From an optimization exercise on the open Yosys and OpenROAD flow, aimed at small area; shortcuts taken in it are not production practice.
Where RTL was checked, it was by simulation tests only, not by an equivalence proof against the original.
No activity file was given, so power comes from the tool's default toggle rates.

oak:
==> flow/design.v <==
module baud_rate_generator(
    input  clk,
    input  reset,
    output tick,
    output bc1
);
    reg [3:0] counter;
    assign bc1  = (counter == 4'd1);
    assign tick = counter[3] & counter[2] & counter[0];    
    always @(posedge clk)
        if (reset | tick) counter <= 4'd0;
        else              counter <= counter + 4'd1;
endmodule
module uart_copro_top(
    input  clk,
    input  reset,
    input  rx,
    output tx,
    input  [1:0] mode
);
    localparam [1:0] IDLE = 2'd0, START = 2'd1, DATA = 2'd2, STOP = 2'd3;
    wire tick, bc1;
    baud_rate_generator BAUD (.clk(clk), .reset(reset), .tick(tick), .bc1(bc1));
    reg [5:0] ph;
    always @(posedge clk) ph <= ph + 6'd1;
    wire ph63 = &ph;
    reg [1:0] rs;
    reg [3:0] rt;
    reg [6:0] w;         
    reg       rxb;       
    wire rt15 = &rt;
    wire rsample    = (rs == DATA) & tick & rt15;
    wire data_ready = (rs == STOP) & tick & rt15;
    wire [5:0] welem = w[6:1] ^ 6'h3C;    
    wire rwr = ((rs == STOP) | ((rs == DATA) & ~&w[2:0])) & (ph == welem);
    always @(posedge clk) begin
        case (rs)
            IDLE:  if (~rx) begin rs <= START; rt <= 4'd0; end
            START: if (tick) begin
                       if (rt == 4'd7) begin rs <= DATA; rt <= 4'd0; end
                       else rt <= rt + 4'd1;
                   end
            DATA:  if (tick) begin
                       if (rt15) begin
                           rt <= 4'd0;
                           if (w[2:0] == 3'd6) rs <= STOP;
                       end else rt <= rt + 4'd1;
                   end
            STOP:  if (tick) begin
                       if (rt15) rs <= IDLE;
                       else rt <= rt + 4'd1;
                   end
        endcase
        if (rsample) rxb <= rx;
        if (reset) begin
            rs <= IDLE;
            w  <= 7'h7F;
        end else if (rsample) begin
            w  <= w + 7'd1;
        end
    end
    reg cflag;
    wire trig = cflag & bc1;
    always @(posedge clk)
        cflag <= ~reset & ((data_ready & (&w)) | (cflag & ~bc1));
    reg [63:0] A0, A1, B0, B1, C0, C1;
    reg [3:0]  X0, X1;
    reg cpend, act, cy, fv1, fv2;
    reg [1:0] mL;
    wire a0 = A0[0], a1 = A1[0];
    wire b0 = B0[0] & fv1, b1 = B1[0] & fv1;
    wire c0 = C0[0] & fv2, c1 = C1[0] & fv2;
    wire s0 = a0 ^ b0 ^ cy;
    wire k0 = (a0 & b0) | (cy & (a0 ^ b0));
    wire s1 = a1 ^ b1 ^ k0;
    wire k1 = (a1 & b1) | (k0 & (a1 ^ b1));
    wire r0 = mL[0] ? a0 : mL[1] ? c0 : s0;
    wire r1 = mL[0] ? a1 : mL[1] ? c1 : s1;
    wire slot0 = (ph[5:2] == 4'd0);
    wire wra = act & ~slot0;     
    wire wrx = act & slot0;      
    always @(posedge clk) begin
        A0 <= {(rwr & ~w[0]) ? rxb : A0[0], A0[63:61], wra ? r0 : A0[60], A0[59:1]};
        A1 <= {(rwr &  w[0]) ? rxb : A1[0], A1[63:61], wra ? r1 : A1[60], A1[59:1]};
        X0 <= {wrx ? r0 : X0[0], X0[3:1]};
        X1 <= {wrx ? r1 : X1[0], X1[3:1]};
        B0 <= {act ? A0[0] : B0[0], B0[63:1]};
        B1 <= {act ? A1[0] : B1[0], B1[63:1]};
        C0 <= {act ? B0[0] : C0[0], C0[63:1]};
        C1 <= {act ? B1[0] : C1[0], C1[63:1]};
        cy <= act & k1;
        if (trig) mL <= mode;
        cpend <= ~reset & (trig | (cpend & ~ph63));
        act   <= ~reset & ((act & ~ph63) | (cpend & ph63));
        if (reset) begin
            fv1 <= 1'b0;
            fv2 <= 1'b0;
        end else if (act & ph63) begin
            fv1 <= 1'b1;
            fv2 <= fv1;
        end
    end
    reg [4:0] pd;
    reg [1:0] ts;
    reg [3:0] tt;
    reg [2:0] nb;
    reg [3:0] D0, D1;    
    wire tt15 = &tt;
    wire tx_done  = (ts == STOP) & tick & tt15;
    wire tx_start = (ts == IDLE) & ~(pd[4] & ~pd[0]) & ~trig;
    wire fetch = (ts == START) & (pd[4] | (ph[5:2] == pd[3:0]));
    always @(posedge clk) begin
        if (reset) begin pd[4] <= 1'b1; pd[0] <= 1'b0; end
        else if (trig) pd <= 5'd14;
        else if (tx_done) pd <= pd - 5'd1;
        D0 <= {fetch ? (pd[4] ? X0[0] : A0[0]) : D0[0], D0[3:1]};
        D1 <= {fetch ? (pd[4] ? X1[0] : A1[0]) : D1[0], D1[3:1]};
        case (ts)
            IDLE:  if (tx_start) begin ts <= START; tt <= 4'd0; end
            START: if (tick) begin
                       if (tt15) begin ts <= DATA; tt <= 4'd0; nb <= 3'd0; end
                       else tt <= tt + 4'd1;
                   end
            DATA:  if (tick) begin
                       if (tt15) begin
                           tt <= 4'd0;
                           if (&nb) ts <= STOP; else nb <= nb + 3'd1;
                       end else tt <= tt + 4'd1;
                   end
            STOP:  if (tick) begin
                       if (tt15) ts <= IDLE;
                       else tt <= tt + 4'd1;
                   end
        endcase
        if (reset) ts <= IDLE;
    end
    wire [1:0] dst = nb[2:1] - ph[1:0];
    wire [3:0] dsel = nb[0] ? D1 : D0;
    assign tx = (ts == DATA) ? dsel[dst] : (ts != START);
endmodule
==> flow/config.mk <==
export PLATFORM = sky130hd
export DESIGN_NAME = uart_copro_top
export DESIGN_NICKNAME = uart_copro_top
export VERILOG_FILES = /design/flow/design.v
export SDC_FILE = /design/flow/constraint.sdc
export NUM_CORES = 4
export LEC_CHECK = 0
export CAP_MARGIN = 20
export CORE_MARGIN = 2
export CORE_UTILIZATION = 70
export CTS_BUF_LIST = sky130_fd_sc_hd__clkbuf_8
export CTS_CLUSTER_DIAMETER = 35
export CTS_CLUSTER_SIZE = 18
export SLEW_MARGIN = 20
==> flow/constraint.sdc <==
create_clock -name core_clock -period 10.0 [get_ports {clk}]
set_input_delay 2.0000 -clock core_clock [delete_from_list [all_inputs] [get_ports {clk}]]
set_output_delay 2.0000 -clock core_clock [all_outputs]
set_load 0.01 [all_outputs]
run.sh (not shown) runs the stock make flow with config.mk's settings and CLKGATE_MAP_FILE= SYNTH_SCRIPT=/design/flow/synth_recipe.tcl, a recipe that flattens the netlist after the stock synthesis.
Relative to oak, the following input files were edited for pine:
-- flow/config.mk --
<<< oak, line 10
export CORE_UTILIZATION = 70
>>> pine, line 10
export CORE_UTILIZATION = 65
<<< oak, line 12
export CTS_CLUSTER_DIAMETER = 35
export CTS_CLUSTER_SIZE = 18
>>> pine, line 12
export CTS_CLUSTER_DIAMETER = 80
export CTS_CLUSTER_SIZE = 17
==> comparison <==
Placed wire-length estimate after detailed placement: pine better than oak. oak -> pine: static leakage power decreased by a few percent. Overall power of the completed layout: pine lower than oak. Final period utilization, pine and oak, lower one = oak. Power density over the cells, pine vs oak: down by a little under 10%. The run with more routed wire is oak, not pine. When the final numbers for pine and oak were put side by side, the fraction of met2 tracks used by global routing turned out to be smaller in pine.
Inputs modified between pine and birch:
-- flow/config.mk --
<<< pine, line 11
export CTS_BUF_LIST = sky130_fd_sc_hd__clkbuf_8
export CTS_CLUSTER_DIAMETER = 80
export CTS_CLUSTER_SIZE = 17
>>> birch, line 11
export CTS_BUF_LIST = sky130_fd_sc_hd__clkbuf_16
export CTS_CLUSTER_DIAMETER = 50
export CTS_CLUSTER_SIZE = 30
- birch reached the final stage; the timing, design-rule and antenna checks on its layout passed.
- Wire length delta for birch relative to pine: about 10% higher
- Between birch and pine, the share of total power consumed by net switching is lower for pine.
- In terms of register-to-register slack, birch and pine differ only marginally.
- Diff pine -> birch: met1 usage climbed 1.2 points; cell area grew by 4.8%; via count went up 77.
- Taking pine as the reference point, the worst path setup slack after routing of birch rises by 43 ps.

---

RTL: the design.v shown in full above, as it stands there.
clock: 10.0 ns
lec_check: 0
cap_margin: 20
core_margin: 2
core_utilization: 70
cts_buf_list: sky130_fd_sc_hd__clkbuf_8
cts_cluster_diameter: 30
cts_cluster_size: 20
slew_margin: 20
Change:
CORE_UTILIZATION = 65   (was 70)
CTS_CLUSTER_DIAMETER = 60   (was 30)
CTS_CLUSTER_SIZE = 16   (was 20)
Design area came out lower by about 6%.
Count of clock-buffer cells in the layout came out lower by 19.
Flip-flop and latch count does not change.
Clock skew barely changes.
Worst setup slack improved by 0.054 ns.
Combinational power hardly moves.
Via count came out lower by 4.6%.
Sequential share of layout area came out higher by 4.5 points.
Die area came out higher by 7.4%.
Power came out lower by about 18%.
Hold slack got worse by 0.0041 ns.
Change:
CTS_CLUSTER_DIAMETER = 100   (was 60)
The changed run went through all stages and came out clean; worst setup slack is worse by 0.0087 ns; worst hold slack loses 0.0087 ns; wire length grows by 1.2%.

---

Setup of willow:
// uart_copro_top: RTL as listed in full above, without the edits since
Settings: LEC_CHECK=0, CAP_MARGIN=20, CORE_MARGIN=2, CORE_UTILIZATION=65, CTS_BUF_LIST=sky130_fd_sc_hd__clkbuf_4 sky130_fd_sc_hd__clkbuf_8, CTS_CLUSTER_DIAMETER=60, CTS_CLUSTER_SIZE=16, SLEW_MARGIN=20; clock period 10.0 ns.
--- input diff willow..amber ---
Settings: a change of CTS_BUF_LIST from sky130_fd_sc_hd__clkbuf_4 sky130_fd_sc_hd__clkbuf_8 to sky130_fd_sc_hd__clkbuf_8.
==> flow/flow/run.sh (new file) <==
#!/bin/bash
# Standard layout, except that synthesis maps the logic with an area-oriented
# ABC script (flow/area.abc) instead of ORFS's speed script.  Everything else
# in synthesis is the standard flow's own script (synth_recipe.tcl), so the registers are
# the standard synthesis's.
set -euo pipefail
HERE=$(pwd)
{
  cat <<TCL
proc abc {args} {
  set i [lsearch -exact \$args -script]
  if {\$i >= 0} { lset args [expr {\$i + 1}] $HERE/flow/area.abc }
  yosys abc {*}\$args
}
TCL
  cat synth_recipe.tcl
} > area_synth.tcl
bash standard.sh SYNTH_SCRIPT=$HERE/area_synth.tcl finish > standard.log 2>&1
==> flow/flow/area.abc (new file) <==
strash
ifraig
scorr
dc2
strash
dch -f
amap -m
==> flow/standard.sh (new file) <==
#!/bin/bash
# synth_recipe.tcl (not shown) runs the flow's synth.tcl, then flattens the netlist and writes it again
# the make line also repeats each setting of config.mk as NAME=value (left out here)
make -C /OpenROAD-flow-scripts/flow DESIGN_CONFIG=/design/flow/config.mk WORK_HOME=/design/flow/orfs CLKGATE_MAP_FILE= SYNTH_SCRIPT=/design/flow/synth_recipe.tcl "${@:-finish}"
removed: flow/run.sh
## What came out
Area of combinational cells with multiple inputs (higher): willow. Changes observed in amber relative to willow: area growth from synthesis to layout moved up; setup slack moved down; number of violations reported at the end of detailed-routing iteration 0 moved up; x dimension of the die moved down. Est. power | amber vs willow | amber higher. Design area improves in amber relative to willow. Sum of buffers and inverters on the critical path in amber vs willow: up 1.
diff inputs: amber => zinc
Settings: CTS_CLUSTER_SIZE now 18, was 16; CTS_CLUSTER_DIAMETER now 50, was 60; CORE_UTILIZATION now 80, was 65.
==> flow/run.sh (new file) <==
#!/bin/bash
# synth_recipe.tcl (not shown) runs the flow's synth.tcl, then flattens the netlist and writes it again
# the make line also repeats each setting of config.mk as NAME=value (left out here)
make -C /OpenROAD-flow-scripts/flow DESIGN_CONFIG=/design/flow/config.mk WORK_HOME=/design/flow/orfs CLKGATE_MAP_FILE= SYNTH_SCRIPT=/design/flow/synth_recipe.tcl finish
removed: flow/flow/run.sh
removed: flow/flow/area.abc
removed: flow/standard.sh
[summary]
- Post-synth net total down about 4% in zinc wrt amber
- Taking amber as the reference, in zinc total clock buffers created by CTS went down 15%, clock distribution area overhead in the final layout decreased 0.51 points.
- zinc did not stop at any stage, and its layout met the timing, design-rule and antenna checks.
- Changes observed in zinc relative to amber: slack of the critical path lost 150 ps, number of top-level pins now sits at about the same level, data arrival time of the critical path grew by 150 ps.
- Between zinc and amber, it is zinc whose post-route fraction of the period consumed by the critical path is higher, by 1.5 points.
- In zinc, the simple logic cell fraction of the synthesized area came out 1.1 points above the value in amber.
Inputs modified between zinc and garnet:
Settings: CTS_CLUSTER_SIZE: 18 -> 16; CORE_UTILIZATION: 80 -> 65; CTS_CLUSTER_DIAMETER: 50 -> 60.
==> flow/flow/run.sh (new file) <==
#!/bin/bash
# Probe: run the standard flow unchanged, logging its output.
bash standard.sh > standard.log 2>&1
==> flow/standard.sh (new file) <==
#!/bin/bash
# synth_recipe.tcl (not shown) runs the flow's synth.tcl, then flattens the netlist and writes it again
# the make line also repeats each setting of config.mk as NAME=value (left out here)
make -C /OpenROAD-flow-scripts/flow DESIGN_CONFIG=/design/flow/config.mk WORK_HOME=/design/flow/orfs CLKGATE_MAP_FILE= SYNTH_SCRIPT=/design/flow/synth_recipe.tcl "${@:-finish}"
removed: flow/run.sh
Delta (garnet minus zinc): area growth from synthesis to layout went up, initial antenna violation count flat. Comparing garnet and zinc, the higher fraction of the cycle the final worst path needs is on zinc. Run comparison: zinc worst setup path startpoint nb[1]$_SDFFCE_PN0P_; garnet worst setup path startpoint ph[0]$_DFF_P_. Between garnet and zinc, the core occupancy in the finished layout is higher for zinc. The higher number of inserted filler cells in the final layout came out of garnet. On critical path depth, the higher figure sits with zinc, not garnet. zinc → garnet: number of hold violations in the final report essentially unchanged; global-route usage decreased 13 points; setup slack increased 250 ps. Summary of the comparison: cell count is higher in garnet, relative to zinc. garnet falls short of zinc in worst hold margin.

---

uart_copro_top, a different RTL version from the one above (not shown whole).
Size in the first run: about 800 cells after synthesis, ~6 I/O pins, about 11000 um2 of cells after synthesis.
clock: 10.0 ns
lec_check: 0
abc_area: 1
cap_margin: 20
core_margin: 2
core_utilization: 50
cts_buf_list: sky130_fd_sc_hd__clkbuf_8
cts_cluster_diameter: 60
cts_cluster_size: 18
slew_margin: 20
Stock flow here: none of the scripts above is used.
The baseline completed without violations.
==> next run, changes <==
- ABC_AREA: 1 -> not set
- CORE_UTILIZATION: 50 -> 40
- CTS_CLUSTER_SIZE: 18 -> 16
Outcome: The changed run ran to the end with no violations. Non-clock buffer count does not change. Critical path depth falls by 2. Clock skew stays flat. Die area rises by 23%. Power is about the same. Via count falls by 10%. Global-route usage falls by 3.0 points.
==> next run, changes <==
- CTS_CLUSTER_DIAMETER: 60 -> 80
- CTS_CLUSTER_SIZE: 16 -> 20
Clock power came out lower by roughly a tenth.
Total power came out lower by a few percent.
Hold slack barely changes.
Combinational power stays flat.
Maximum frequency goes down slightly.
Global-route usage fell by 0.24 points.
Cell area falls slightly.
Count of clock-buffer cells in the layout drops by 10.
==> next run, changes <==
- CTS_BUF_LIST: sky130_fd_sc_hd__clkbuf_8 -> not set
- CTS_CLUSTER_DIAMETER: 80 -> not set
- CTS_CLUSTER_SIZE: 20 -> not set
=> The new run finished with timing, DRC and antenna clean. Power increases by 30%. First-iteration DRC count decreases by 10%. Fmax increases by 2.2%. Non-clock buffer count is unchanged. Clock power increases by 110%. Design area increases by 8.2%. Global-route usage increases by 0.41 points. Clock-buffer cell count increases by 26. Core utilization increases by 3.6 points. Wire length increases by 3.5%.

---

Another version of the RTL of uart_copro_top (not shown whole).
Size: ~700 cells after synthesis, about 450 flip-flops, about 6 I/O pins.
// uart_copro_top
module uart_copro_top(
    input  clk,
    input  reset,
    input  rx,
    output tx,
    input  [1:0] mode
);
    localparam [1:0] IDLE = 2'd0, START = 2'd1, DATA = 2'd2, STOP = 2'd3;
    wire tick, bc1;
    baud_rate_generator BAUD (.clk(clk), .reset(reset), .tick(tick), .bc1(bc1));
    reg [5:0] ph;
    always @(posedge clk) ph <= ph + 6'd1;
    wire ph63 = &ph;
    reg [1:0] rs;
    reg [3:0] rt;
    reg [6:0] w;         
    reg       rxb;       
    wire rt15 = &rt;
    wire rsample    = (rs == DATA) & tick & rt15;
    wire data_ready = (rs == STOP) & tick & rt15;
    wire [5:0] welem = w[6:1] ^ 6'h3C;    
    wire rwr = ((rs == STOP) | ((rs == DATA) & ~&w[2:0])) & (ph == welem);
    always @(posedge clk) begin
        case (rs)
            IDLE:  if (~rx) begin rs <= START; rt <= 4'd8; end
            START: if (tick) begin
                       if (rt15) begin rs <= DATA; rt <= 4'd0; end
                       else rt <= rt + 4'd1;
                   end
            DATA:  if (tick) begin
                       if (rt15) begin
                           rt <= 4'd0;
                           if (w[2:0] == 3'd6) rs <= STOP;
                       end else rt <= rt + 4'd1;
                   end
            STOP:  if (tick) begin
                       if (rt15) rs <= IDLE;
                       else rt <= rt + 4'd1;
                   end
        endcase
        if (rsample) rxb <= rx;
        if (reset) begin
            rs <= IDLE;
            w  <= 7'h7F;
        end else if (rsample) begin
            w  <= w + 7'd1;
        end
    end
    reg [1:0] sq;
    wire trig  = (sq == 2'd1) & bc1;
    wire cpend = (sq == 2'd3);
    wire act   = (sq == 2'd2);
    wire compl = data_ready & (&w);
    always @(posedge clk) begin
  ...
==> flow/config.mk <==
export PLATFORM = sky130hd
export DESIGN_NAME = uart_copro_top
export DESIGN_NICKNAME = uart_copro_top
export VERILOG_FILES = /design/flow/design.v
export SDC_FILE = /design/flow/constraint.sdc
export NUM_CORES = 4
export LEC_CHECK = 0
export CAP_MARGIN = 20
export CORE_MARGIN = 2
export CORE_UTILIZATION = 65
export CTS_BUF_LIST = sky130_fd_sc_hd__clkbuf_8
export CTS_CLUSTER_DIAMETER = 60
export CTS_CLUSTER_SIZE = 20
export SLEW_MARGIN = 20
==> flow/constraint.sdc <==
create_clock -name core_clock -period 10.0 [get_ports {clk}]
set_input_delay 2.0000 -clock core_clock [delete_from_list [all_inputs] [get_ports {clk}]]
set_output_delay 2.0000 -clock core_clock [all_outputs]
set_load 0.01 [all_outputs]
standard.sh (not shown) runs the stock make flow with config.mk's settings and CLKGATE_MAP_FILE= SYNTH_SCRIPT=/design/flow/synth_recipe.tcl, a recipe that flattens the netlist after the stock synthesis.
==> flow/flow/run.sh <==
#!/bin/bash
# Standard layout, except that synthesis maps the logic with an area-oriented
# ABC script (flow/area.abc) instead of ORFS's speed script.  Everything else
# in synthesis is the standard flow's own script (synth_recipe.tcl), so the registers are
# the standard synthesis's.
set -euo pipefail
HERE=$(pwd)
{
  cat <<TCL
proc abc {args} {
  set i [lsearch -exact \$args -script]
  if {\$i >= 0} { lset args [expr {\$i + 1}] $HERE/flow/area.abc }
  yosys abc {*}\$args
}
TCL
  cat synth_recipe.tcl
} > area_synth.tcl
bash standard.sh SYNTH_SCRIPT=$HERE/area_synth.tcl finish > standard.log 2>&1
==> flow/flow/area.abc <==
strash
ifraig
scorr
dc2
strash
dch -f
amap -m
Edit:
==> flow/run.sh (new file) <==
#!/bin/bash
# synth_recipe.tcl (not shown) runs the flow's synth.tcl, then flattens the netlist and writes it again
# the make line also repeats each setting of config.mk as NAME=value (left out here)
make -C /OpenROAD-flow-scripts/flow DESIGN_CONFIG=/design/flow/config.mk WORK_HOME=/design/flow/orfs CLKGATE_MAP_FILE= SYNTH_SCRIPT=/design/flow/synth_recipe.tcl finish
--- a/flow/config.mk
+++ b/flow/config.mk
@@ -12,3 +12,3 @@
 export CTS_CLUSTER_DIAMETER = 60
-export CTS_CLUSTER_SIZE = 20
+export CTS_CLUSTER_SIZE = 16
 export SLEW_MARGIN = 20
removed: flow/flow/run.sh
removed: flow/flow/area.abc
removed: flow/standard.sh
Total power climbs by 0.46%.
Non-clock buffer count went down by 1.
Clock-buffer cell count goes up by 8.
Die area rises by 1.8%.
Sequential power goes down by about 3%.
Clock skew rises by 0.011 ns.
Sequential cell count stays the same.
Critical path depth shrinks by 3.
Core utilization goes up by 1.0 points.
Final cell count drops by 2.3%.
Global-route usage went up by 0.50 points.
Edit:
==> flow/flow/run.sh (new file) <==
#!/bin/bash
# Standard layout, except that synthesis maps the logic with an area-oriented
# ABC script (flow/area.abc) instead of ORFS's speed script.  Everything else
# in synthesis is the standard flow's own script (synth_recipe.tcl), so the registers are
# the standard synthesis's.
set -euo pipefail
HERE=$(pwd)
{
  cat <<TCL
proc abc {args} {
  set i [lsearch -exact \$args -script]
  if {\$i >= 0} { lset args [expr {\$i + 1}] $HERE/flow/area.abc }
  yosys abc {*}\$args
}
TCL
  cat synth_recipe.tcl
} > area_synth.tcl
bash standard.sh SYNTH_SCRIPT=$HERE/area_synth.tcl finish > standard.log 2>&1
==> flow/flow/area.abc (new file) <==
strash
ifraig
scorr
dc2
strash
dch -f
amap -m
==> flow/standard.sh (new file) <==
#!/bin/bash
# synth_recipe.tcl (not shown) runs the flow's synth.tcl, then flattens the netlist and writes it again
# the make line also repeats each setting of config.mk as NAME=value (left out here)
make -C /OpenROAD-flow-scripts/flow DESIGN_CONFIG=/design/flow/config.mk WORK_HOME=/design/flow/orfs CLKGATE_MAP_FILE= SYNTH_SCRIPT=/design/flow/synth_recipe.tcl "${@:-finish}"
--- a/flow/config.mk
+++ b/flow/config.mk
@@ -12,3 +12,3 @@
 export CTS_CLUSTER_DIAMETER = 60
-export CTS_CLUSTER_SIZE = 16
+export CTS_CLUSTER_SIZE = 18
 export SLEW_MARGIN = 20
removed: flow/run.sh
=> Wire length came out lower by a few percent. Power came out higher slightly. Global-route usage came out lower by 0.57 points. Via count came out higher by a few percent.
No run of this note included a check of the RTL's function; only the layout flow was run.

## afterwards: timing with drivers on the ports
How much do the figures lean on ideal ports? The routed layouts below were timed once more, with nothing changed but the port constraints.
Step 1: set_driving_cell puts a clkbuf_16 on clk and a buf_2 on each other input, an assumption about the parent block.
Step 2 times the ports against the registers' clock, not the clock port: input delays grow and output delays shrink by t, the midpoint of the rising clock arrivals with the driver on.
Three values: no drivers, after step 1, after step 2; two values: the first two.
run	t, ns	setup slack, ns	worst setup path at the end	slew at the worst register clock pin (ns)
oak	0.571	5.690 / 5.653 / 6.224	register to output	0.11 / 0.11
pine	0.603	5.642 / 5.607 / 6.210	register to output	0.11 / 0.11
birch	0.583	5.685 / 5.641 / 6.223	register to output	0.10 / 0.10
the first run of note 2	0.589	5.586 / 5.549 / 6.138	register to output	0.09 / 0.09
the second run of note 2	0.610	5.639 / 5.605 / 6.215	register to output	0.11 / 0.11
the third run of note 2	0.623	5.631 / 5.592 / 6.215	register to output	0.11 / 0.11
willow	0.610	5.638 / 5.604 / 6.214	register to output	0.11 / 0.11
amber	0.555	5.540 / 5.504 / 6.060	register to output	0.10 / 0.10
zinc	0.617	5.390 / 5.354 / 5.970	register to output	0.11 / 0.11
garnet	0.610	5.639 / 5.605 / 6.215	register to output	0.11 / 0.11
the first run of note 4	0.623	5.761 / 5.723 / 6.346	register to output	0.11 / 0.11
the second run of note 4	0.564	5.728 / 5.688 / 6.178	input to register	0.11 / 0.11
the third run of note 4	0.605	5.665 / 5.625 / 6.187	input to register	0.13 / 0.13
the fourth run of note 4	0.565	5.758 / 5.712 / 6.158	input to register	0.07 / 0.07
the first run of note 5	0.605	5.584 / 5.546 / 6.151	register to output	0.12 / 0.12
the second run of note 5	0.571	5.661 / 5.623 / 6.194	register to output	0.10 / 0.10
the third run of note 5	0.611	5.579 / 5.541 / 6.152	register to output	0.11 / 0.11
After both steps setup and hold are still met in every run listed.
